Source: an optimization exercise on an open RTL-to-GDS flow (aim: small area, a short achievable clock period and few clock cycles). Production flows keep margins and buffers that such runs may drop.
Function was checked by simulation only, so behaviour that the tests miss may differ from the original.
The flow treats the clock pin as an ideal source, which a real chip does not have.
Power figures rest on the tool's default switching activity, not on a simulated workload.

// viterbi_decoder
module viterbi_decoder(sys_clk,rst,en,i_data,o_data,o_done);
Settings: LEC_CHECK=0, ABC_AREA=1, CAP_MARGIN=20, CORE_MARGIN=2, CORE_UTILIZATION=40, SETUP_SLACK_MARGIN=1.1, SLEW_MARGIN=20; clock period 5.0 ns.
standard.sh (not shown) runs the stock make flow with config.mk's settings and CLKGATE_MAP_FILE= SYNTH_SCRIPT=/design/flow/synth_recipe.tcl, a recipe that flattens the netlist after the stock synthesis.
==> flow/flow/run.sh <==
#!/bin/bash
# The standard layout (the standard.sh, standard synthesis unchanged),
# except that the port buffers are made from sky130_fd_sc_hd__buf_2 instead of
# the delay cell that buffer_ports picks by default. Every port still gets
# one buffer. The make output goes to make_finish.log; ORFS's own per-step
# logs are under orfs/logs/.
set -euo pipefail
bash standard.sh "BUFFER_PORTS_ARGS=-buffer_cell sky130_fd_sc_hd__buf_2" finish > make_finish.log 2>&1
Testbench counts at the start, summed over its fixed seeds: cycles 3,200.
Next try:
--- a/flow/config.mk
+++ b/flow/config.mk
@@ -11,2 +11 @@
-export CORE_UTILIZATION = 40
-export SETUP_SLACK_MARGIN = 1.1
+export CORE_UTILIZATION = 25
Result: Wire length fell by 17%; first-iteration DRC count rose by about 80%; critical path depth fell by 2; global-route usage fell by 6.7 points; flip-flop and latch count does not change; clock-buffer cell count is unchanged; core utilization fell by 29 points; power fell by 21%; via count fell by 10%; combinational power fell by 34%.
Next try:
--- a/flow/config.mk
+++ b/flow/config.mk
@@ -11 +11,2 @@
-export CORE_UTILIZATION = 25
+export CORE_UTILIZATION = 40
+export SETUP_SLACK_MARGIN = 0.3
The changed run ran to the end with no violations.
Combinational power stays flat.
Synthesized area does not change.
Core utilization goes up by 17 points.
Cell count goes down by a little under a tenth.
Routed wire length goes down slightly.
Next try:
--- a/flow/config.mk
+++ b/flow/config.mk
@@ -10,3 +10,3 @@
-export CORE_MARGIN = 2
-export CORE_UTILIZATION = 40
-export SETUP_SLACK_MARGIN = 0.3
+export CORE_AREA = 2 2 68 68
+export DIE_AREA = 0 0 70 70
+export PLACE_DENSITY = 0.85
After rerunning:
- The changed run finished clean
- non-clock buffer count is unchanged
- final area came out higher by a few percent
- synthesized cell count stays the same
- critical path depth came out higher by 3
- utilization came out lower by 16 points
- setup slack got worse by 61 ps
- via count came out higher slightly
- wire length barely changes
Next try:
--- a/flow/flow/run.sh
+++ b/flow/flow/run.sh
@@ -8 +8 @@
-bash standard.sh "BUFFER_PORTS_ARGS=-buffer_cell sky130_fd_sc_hd__buf_2" finish > make_finish.log 2>&1
+bash standard.sh "BUFFER_PORTS_ARGS=-buffer_cell sky130_fd_sc_hd__buf_2" RECOVER_POWER=100 finish > make_finish.log 2>&1
--- a/flow/config.mk
+++ b/flow/config.mk
@@ -12 +11,0 @@
-export PLACE_DENSITY = 0.85
Result: The new run finished with timing, DRC and antenna clean; global-route usage hardly moves; setup slack got worse by 150 ps; die area stays the same.
Next try:
--- a/flow/flow/run.sh
+++ b/flow/flow/run.sh
@@ -8 +8 @@
-bash standard.sh "BUFFER_PORTS_ARGS=-buffer_cell sky130_fd_sc_hd__buf_2" RECOVER_POWER=100 finish > make_finish.log 2>&1
+bash standard.sh "BUFFER_PORTS_ARGS=-buffer_cell sky130_fd_sc_hd__buf_2" finish > make_finish.log 2>&1
The changed run completed without violations.
Worst setup slack gains 210 ps.
Synthesized cell count is unchanged.
Wire length falls slightly.
Cell area is higher slightly.
Synthesized area is unchanged.
Sequential power is about the same.
Hold slack loses 7.2 ps.
Power came out higher slightly.
Final cell count does not change.
Global-route usage does not change.
Sequential share of layout area fell by 0.19 points.

* * *

viterbi_decoder, a different RTL version from the one above (not shown whole).
Size: ~330 cells after synthesis, about 7 flip-flops, about 28 I/O pins.
make LEC_CHECK=0 ABC_AREA=1 CAP_MARGIN=20 CORE_MARGIN=2 CORE_UTILIZATION=40 SETUP_SLACK_MARGIN=0.5 SLEW_MARGIN=20 finish   # period 5.0 ns
run.sh (not shown) runs the stock make flow with config.mk's settings and CLKGATE_MAP_FILE= SYNTH_SCRIPT=/design/flow/synth_recipe.tcl, a recipe that flattens the netlist after the stock synthesis.
Stock flow here: none of the scripts above is used.
Testbench counts at the start, summed over its fixed seeds: cycles 3,200.
Change:
ABC_AREA = default   (was 1)
SETUP_SLACK_MARGIN = default   (was 0.5)
Final area went up by 52%.
Core utilization went up by 13 points.
Cell count went up by 18%.
Total power went up by 62%.
Combinational power went up by 79%.
Die area went up by 20%.
Synthesized area went up by 21%.
Clock-buffer cell count is unchanged.
Routed wire length went up by 83%.
Clock skew barely changes.
Setup slack loses 580 ps.

* * *

## job 8165
Another version of the RTL of viterbi_decoder (not shown whole).
For scale: roughly 190 cells after synthesis, ~7 flip-flops, ~1200 um2 of cells after synthesis.
==> flow/design.v (excerpt) <==
module viterbi_decoder(sys_clk,rst,en,i_data,o_data,o_done);
==> flow/config.mk <==
export PLATFORM = sky130hd
export DESIGN_NAME = viterbi_decoder
export DESIGN_NICKNAME = viterbi_decoder
export VERILOG_FILES = /design/flow/design.v
export SDC_FILE = /design/flow/constraint.sdc
export NUM_CORES = 4
export LEC_CHECK = 0
export ABC_AREA = 1
export CAP_MARGIN = 20
export CORE_AREA = 2 2 68 68
export CTS_BUF_LIST = sky130_fd_sc_hd__clkbuf_2
export DIE_AREA = 0 0 70 70
export SLEW_MARGIN = 20
==> flow/constraint.sdc <==
create_clock -name core_clock -period 5.0 [get_ports {sys_clk}]
set_input_delay 1.0000 -clock core_clock [delete_from_list [all_inputs] [get_ports {sys_clk}]]
set_output_delay 1.0000 -clock core_clock [all_outputs]
set_load 0.01 [all_outputs]
standard.sh (not shown) runs the stock make flow with config.mk's settings and CLKGATE_MAP_FILE= SYNTH_SCRIPT=/design/flow/synth_recipe.tcl, a recipe that flattens the netlist after the stock synthesis.
==> flow/flow/run.sh <==
#!/bin/bash
set -euo pipefail
PB="BUFFER_PORTS_ARGS=-buffer_cell sky130_fd_sc_hd__buf_2"
bash standard.sh "$PB" cts > make_cts.log 2>&1
export ORFS_RESULTS="$PWD/orfs/results/${FLOW_PLATFORM}/viterbi_decoder/base"
openroad -no_init -exit flow/resize_step.tcl > resize.log 2>&1
bash standard.sh "$PB" finish > make_finish.log 2>&1
==> flow/flow/resize.tcl <==
proc obj {} {
  set a 0.0
  foreach inst [[ord::get_db_block] getInsts] {
    set m [$inst getMaster]
    if {[$m getType] eq "CORE"} { set a [expr {$a + [$m getWidth] * [$m getHeight]}] }
  }
  set a [expr {$a / 1e6}]
  set ws [sta::worst_slack_cmd max]
  set ws [expr {[sta::time_sta_ui $ws]}]
  return [list [expr {$a * ($::period - $ws)}] $a $ws]
}
set ::period $::env(FLOW_PERIOD_NS)
set ::dont_use {}
if {[info exists ::env(DONT_USE_CELLS)]} { set ::dont_use $::env(DONT_USE_CELLS) }
set lib_cells {}
proc family {name} {
  if {[regexp {^(sky130_fd_sc_hd__[a-z0-9]+)_([0-9]+)$} $name -> base n]} { return $base }
  return ""
}
set cands {}
set orig_master [dict create]
foreach inst [[ord::get_db_block] getInsts] {
  set m [$inst getMaster]
  set n [$m getName]
  if {[$m getType] ne "CORE"} { continue }
  if {[regexp {df|clkbuf|clkinv|conb|tap|fill|decap|dly} $n]} { continue }
  set f [family $n]
  if {$f eq ""} { continue }
  set alts {}
  foreach lc [get_lib_cells ${f}_*] {
    set ln [get_name $lc]
    if {[family $ln] ne $f || $ln eq $n} { continue }
    if {[regexp {lpflow|probe} $ln] || [lsearch $::dont_use $ln] >= 0} { continue }
    lappend alts $ln
  }
  if {[llength $alts]} { lappend cands [list [$inst getName] $alts]; dict set orig_master [$inst getName] $n }
}
set best [obj]
puts "resize: start obj [lindex $best 0] area [lindex $best 1] slack [lindex $best 2], [llength $cands] candidates"
for {set pass 0} {$pass < 4} {incr pass} {
  set changed 0
  foreach c $cands {
    set iname [lindex $c 0]
    set inst [[ord::get_db_block] findInst $iname]
    set cur [[$inst getMaster] getName]
    set keep $cur
    foreach alt [concat [lindex $c 1] $cur] {
      if {$alt eq $cur} { continue }
      replace_cell [get_cells $iname] [get_lib_cells $alt]
      set o [obj]
      if {[lindex $o 0] < [lindex $best 0] - 1e-6 && [lindex $o 2] >= 0} {
        set best $o; set keep $alt
      }
      replace_cell [get_cells $iname] [get_lib_cells $keep]
    }
    if {$keep ne $cur} { incr changed; set c [list $iname [lindex $c 1]] }
  }
  puts "resize: pass $pass changed $changed obj [lindex $best 0] area [lindex $best 1] slack [lindex $best 2]"
  if {$changed == 0} break
}
foreach c $cands {
  set iname [lindex $c 0]
  set now [[[[ord::get_db_block] findInst $iname] getMaster] getName]
  if {$now ne [dict get $orig_master $iname]} { puts "resize: $iname [dict get $orig_master $iname] -> $now" }
}
==> flow/flow/resize_step.tcl <==
# Runs between ORFS's cts and grt steps: reads the post-CTS database, sizes
# the logic gates with flow/resize.tcl, legalises the placement and writes the
# database back for the rest of the standard flow.
set res $::env(ORFS_RESULTS)
read_db $res/4_cts.odb
read_liberty $::env(FLOW_HOME)/platforms/sky130hd/lib/sky130_fd_sc_hd__tt_025C_1v80.lib
read_sdc $res/4_cts.sdc
source $::env(FLOW_HOME)/platforms/sky130hd/setRC.tcl
estimate_parasitics -placement
source [file join [file dirname [info script]] resize.tcl]
detailed_placement
check_placement -verbose
estimate_parasitics -placement
puts "resize: after legalisation area/slack [obj]"
write_db $res/4_cts.odb
Job 8165 completed; timing, DRC and antenna clean
Testbench counts of job 8165, summed over its fixed seeds: cycles 3,200.
Input-level comparison between job 4615 and job 8165:
==> flow/flow/run.sh <==
#!/bin/bash
set -euo pipefail
PB="BUFFER_PORTS_ARGS=-buffer_cell sky130_fd_sc_hd__buf_2"
bash standard.sh "ADDER_MAP_FILE=" "$PB" cts > make_cts.log 2>&1
export ORFS_RESULTS="$PWD/orfs/results/${FLOW_PLATFORM}/viterbi_decoder/base"
openroad -no_init -exit flow/resize_step.tcl > resize.log 2>&1
bash standard.sh "ADDER_MAP_FILE=" "$PB" finish > make_finish.log 2>&1
diff --git a/flow/flow/resize.tcl b/flow/flow/resize.tcl
--- a/flow/flow/resize.tcl
+++ b/flow/flow/resize.tcl
@@ -1,3 +1,4 @@
 proc obj {} {
+  estimate_parasitics -placement
   set a 0.0
   foreach inst [[ord::get_db_block] getInsts] {
diff --git a/flow/flow/resize_step.tcl b/flow/flow/resize_step.tcl
--- a/flow/flow/resize_step.tcl
+++ b/flow/flow/resize_step.tcl
@@ -13,3 +13,8 @@
 estimate_parasitics -placement
 puts "resize: after legalisation area/slack [obj]"
+# a second round on the legalised placement
+source [file join [file dirname [info script]] resize.tcl]
+detailed_placement
+check_placement -verbose
+puts "resize: after second legalisation area/slack [obj]"
 write_db $res/4_cts.odb
## What came out
Job 4615 vs job 8165, slowest library cell on the worst path: xnor2_1 vs ha_2
A launching element of the worst setup path of i_data[9] is what job 4615 shows, while i_data[11] belongs to job 8165.
Per the comparison of job 4615 with job 8165, detailed-route wire length on metal 1 moved up; worst hold-check slack went down 25 ps; synthesized cell count +6.5%; final cell count higher; unique cell type count in the Yosys netlist went down by 1.
Compared with job 8165, job 4615 shows a higher clock skew after layout.
Job 4615 and job 8165 ended up with roughly the same post-detailed-routing wire length.
Relative to job 4615, the following input files were edited for job 244:
==> flow/flow/run.sh <==
#!/bin/bash
set -euo pipefail
PB="BUFFER_PORTS_ARGS=-buffer_cell sky130_fd_sc_hd__buf_2"
bash standard.sh "$PB" cts > make_cts.log 2>&1
export ORFS_RESULTS="$PWD/orfs/results/${FLOW_PLATFORM}/viterbi_decoder/base"
openroad -no_init -exit flow/resize_step.tcl > resize.log 2>&1
bash standard.sh "$PB" finish > make_finish.log 2>&1
Notes after the runs:
- Relative to job 4615, the stage delay of the slowest cell on the critical path of job 244 is lower by 70 ps.
- Against job 4615, job 244 comes in 32 higher on first-iteration DRC count.
- Routed wire length on met2 (job 4615 / job 244): 0.946
- Run comparison: job 244 cell with the biggest individual delay on the critical path ha_1; job 4615 cell with the biggest individual delay on the critical path xnor2_1
What job 4708 does differently from job 244 at the input level:
==> flow/flow/perturb.tcl (new file) <==
expr {srand(12345)}
proc config_get {} {
  set d [dict create]
  foreach c $::cands { set n [lindex $c 0]; dict set d $n [[[[ord::get_db_block] findInst $n] getMaster] getName] }
  return $d
}
proc config_set {d} {
  dict for {n m} $d {
    if {[[[[ord::get_db_block] findInst $n] getMaster] getName] ne $m} { replace_cell [get_cells $n] [get_lib_cells $m] }
  }
}
proc greedy {maxpass} {
  for {set pass 0} {$pass < $maxpass} {incr pass} {
    set changed 0
    foreach c $::cands {
      set iname [lindex $c 0]
      set inst [[ord::get_db_block] findInst $iname]
      set cur [[$inst getMaster] getName]
      set keep $cur
      foreach alt [lindex $c 1] {
        if {$alt eq $cur} { continue }
        replace_cell [get_cells $iname] [get_lib_cells $alt]
        set o [obj]
        if {[lindex $o 0] < [lindex $::best 0] - 1e-6 && [lindex $o 2] >= 0} { set ::best $o; set keep $alt }
        replace_cell [get_cells $iname] [get_lib_cells $keep]
      }
      if {$keep ne $cur} { incr changed }
    }
    if {$changed == 0} break
  }
}
set bestcfg [config_get]; set bestobj $best
for {set r 0} {$r < $::env(RESIZE_ROUNDS)} {incr r} {
  foreach c $cands {
    if {rand() < 0.1} {
      set alts [lindex $c 1]
      set alt [lindex $alts [expr {int(rand() * [llength $alts])}]]
      set n [lindex $c 0]
      if {[[[[ord::get_db_block] findInst $n] getMaster] getName] ne $alt} { replace_cell [get_cells $n] [get_lib_cells $alt] }
    }
  }
  set best [obj]
  greedy 3
  if {[lindex $best 0] < [lindex $bestobj 0] - 1e-6 && [lindex $best 2] >= 0} {
    set bestobj $best; set bestcfg [config_get]
    puts "resize: round $r improved obj [lindex $best 0] area [lindex $best 1] slack [lindex $best 2]"
  } else {
    config_set $bestcfg; set best $bestobj
    puts "resize: round $r no gain ([lindex $best 0])"
  }
}
config_set $bestcfg
set best [obj]
puts "resize: perturbation done obj [lindex $best 0] area [lindex $best 1] slack [lindex $best 2]"
diff --git a/flow/flow/resize.tcl b/flow/flow/resize.tcl
--- a/flow/flow/resize.tcl
+++ b/flow/flow/resize.tcl
@@ -35,5 +35,5 @@
     lappend alts $ln
   }
-  if {[llength $alts]} { lappend cands [list [$inst getName] $alts]; dict set orig_master [$inst getName] $n }
+  if {[llength $alts]} { lappend cands [list [$inst getName] [concat $alts $n]]; dict set orig_master [$inst getName] $n }
 }
 set best [obj]
diff --git a/flow/flow/resize_step.tcl b/flow/flow/resize_step.tcl
--- a/flow/flow/resize_step.tcl
+++ b/flow/flow/resize_step.tcl
@@ -9,4 +9,6 @@
 estimate_parasitics -placement
 source [file join [file dirname [info script]] resize.tcl]
+set ::env(RESIZE_ROUNDS) 6
+source [file join [file dirname [info script]] perturb.tcl]
 detailed_placement
 check_placement -verbose
Findings:
- Job 4708 vs job 244 on share of final-layout standard cells stronger than drive strength 1: job 4708 is the higher one.
- Job 4708 packs its core more tightly than job 244.
- Summary — total routed wirelength, job 4708 relative to job 244: higher, by 26 um.
- Global-route usage (higher): job 4708
- Power share of the clock group | job 4708 below job 244
- Setup slack in job 4708 is larger than in job 244.
- When job 4708 is set beside job 244, its signed area change from the synthesized netlist to the final layout turns out to be 1.7 points larger.

* * *

Another version of the RTL of viterbi_decoder (not shown whole).
For scale: roughly 7 flip-flops, ~0.0013 sq mm of cells after synthesis.
==> flow/config.mk <==
export PLATFORM = sky130hd
export DESIGN_NAME = viterbi_decoder
export DESIGN_NICKNAME = viterbi_decoder
export VERILOG_FILES = /design/flow/design.v
export SDC_FILE = /design/flow/constraint.sdc
export NUM_CORES = 4
export LEC_CHECK = 0
export ABC_AREA = 1
export CAP_MARGIN = 20
export CORE_MARGIN = 2
export CORE_UTILIZATION = 40
export SETUP_SLACK_MARGIN = 0.3
export SLEW_MARGIN = 20
==> flow/constraint.sdc <==
create_clock -name core_clock -period 5.0 [get_ports {sys_clk}]
set_input_delay 1.0000 -clock core_clock [delete_from_list [all_inputs] [get_ports {sys_clk}]]
set_output_delay 1.0000 -clock core_clock [all_outputs]
set_load 0.01 [all_outputs]
==> flow/flow/run.sh <==
#!/bin/bash
# The standard layout (the standard.sh, standard synthesis unchanged),
# except that the port buffers are made from sky130_fd_sc_hd__buf_2 instead of
# the delay cell that buffer_ports picks by default. Every port still gets
# one buffer. The make output goes to make_finish.log; ORFS's own per-step
# logs are under orfs/logs/.
set -euo pipefail
bash standard.sh "BUFFER_PORTS_ARGS=-buffer_cell sky130_fd_sc_hd__buf_2" finish > make_finish.log 2>&1
The starting point went through all stages and came out clean.
Testbench counts at the start, summed over its fixed seeds: cycles 3,200.
Rerun with:
- SETUP_SLACK_MARGIN: 0.3 -> 0.8
After rerunning:
- final area is higher by 23%
- hold slack barely changes
- maximum frequency went up by 5.0%
- power goes up by 29%
- routed wire length increases by 17%
- register-to-register slack is about the same
- cell count grows by 1.8%
- global-route usage hardly moves
Rerun with:
- GPL_TIMING_DRIVEN: unset -> 0
- SETUP_SLACK_MARGIN: 0.8 -> unset
The changed run passed the timing, design-rule and antenna checks. Utilization decreases by 10 points. Register-to-register slack is about the same. Flip-flop and latch count does not change. Sequential power stays flat. Routed wire length goes down by about a fifth. Worst setup slack gets worse by 0.26 ns. Combinational power went down by a quarter to a third. Final area decreases by about a fifth. Global-route usage came out lower by 0.68 points. Clock power rose slightly.
Rerun with:
- CTS_BUF_LIST: unset -> sky130_fd_sc_hd__clkbuf_2
- GPL_TIMING_DRIVEN: 0 -> unset
- SETUP_SLACK_MARGIN: unset -> 0.3
Outcome:
- routed wire length is higher by 1.2%
- non-clock buffer count is lower by 2
- first-iteration DRC count is lower by 36%

static timing again, ports no longer ideal:
How much do the figures lean on ideal ports? The routed layouts below were timed once more, with nothing changed but the port constraints.
Step 1 assumes that a clkbuf_16 drives the clock port and a buf_2 every other input.
Step 2 moves the port delays by t, midway between the first and last clock arrival at a register: inputs arrive t later, outputs are due t later. That takes back most of the time a late clock gives input paths.
Slacks: ideal ports / drivers / drivers and shift; pairs: ideal ports / drivers.
run | t, ns | setup WS [ns] | worst setup path after step 2 | clock arrival spread, ns
the first run of note 1 | 0.259 | 0.988 / 0.984 / 0.725 | input to register | 0.002 / 0.002
the second run of note 1 | 0.240 | 0.834 / 0.835 / 0.595 | input to register | 0.001 / 0.001
the third run of note 1 | 0.258 | 0.917 / 0.912 / 0.655 | input to register | 0.001 / 0.001
the fourth run of note 1 | 0.245 | 0.856 / 0.854 / 0.609 | input to register | 0.004 / 0.004
the fifth run of note 1 | 0.249 | 0.708 / 0.706 / 0.457 | input to register | 0.001 / 0.001
the sixth run of note 1 | 0.249 | 0.918 / 0.918 / 0.669 | input to register | 0.001 / 0.001
the first run of note 2 | 0.239 | 0.687 / 0.684 / 0.445 | input to register | 0.001 / 0.002
the second run of note 2 | 0.246 | 0.105 / 0.092 / -0.154 | input to register | 0.001 / 0.001
job 8165 | 0.243 | 0.948 / 0.945 / 0.702 | input to register | 0.001 / 0.001
job 4615 | 0.233 | 1.096 / 1.094 / 0.860 | input to register | 0.003 / 0.003
job 244 | 0.243 | 1.017 / 1.015 / 0.772 | input to register | 0.003 / 0.003
job 4708 | 0.243 | 1.083 / 1.081 / 0.837 | input to register | 0.003 / 0.003
the first run of note 4 | 0.264 | 0.745 / 0.746 / 0.483 | input to register | 0.006 / 0.005
the second run of note 4 | 0.263 | 0.949 / 0.937 / 0.674 | input to register | 0.004 / 0.004
the third run of note 4 | 0.262 | 0.687 / 0.687 / 0.426 | input to register | 0.007 / 0.007
the fourth run of note 4 | 0.242 | 0.727 / 0.728 / 0.485 | input to register | 0.009 / 0.009
Met with ideal ports but missed after step 2: setup timing in the second run of note 2. For the second run of note 4, which loses most, drivers alone change the setup slack by -0.012 ns; drivers and shift together by -0.275 ns.
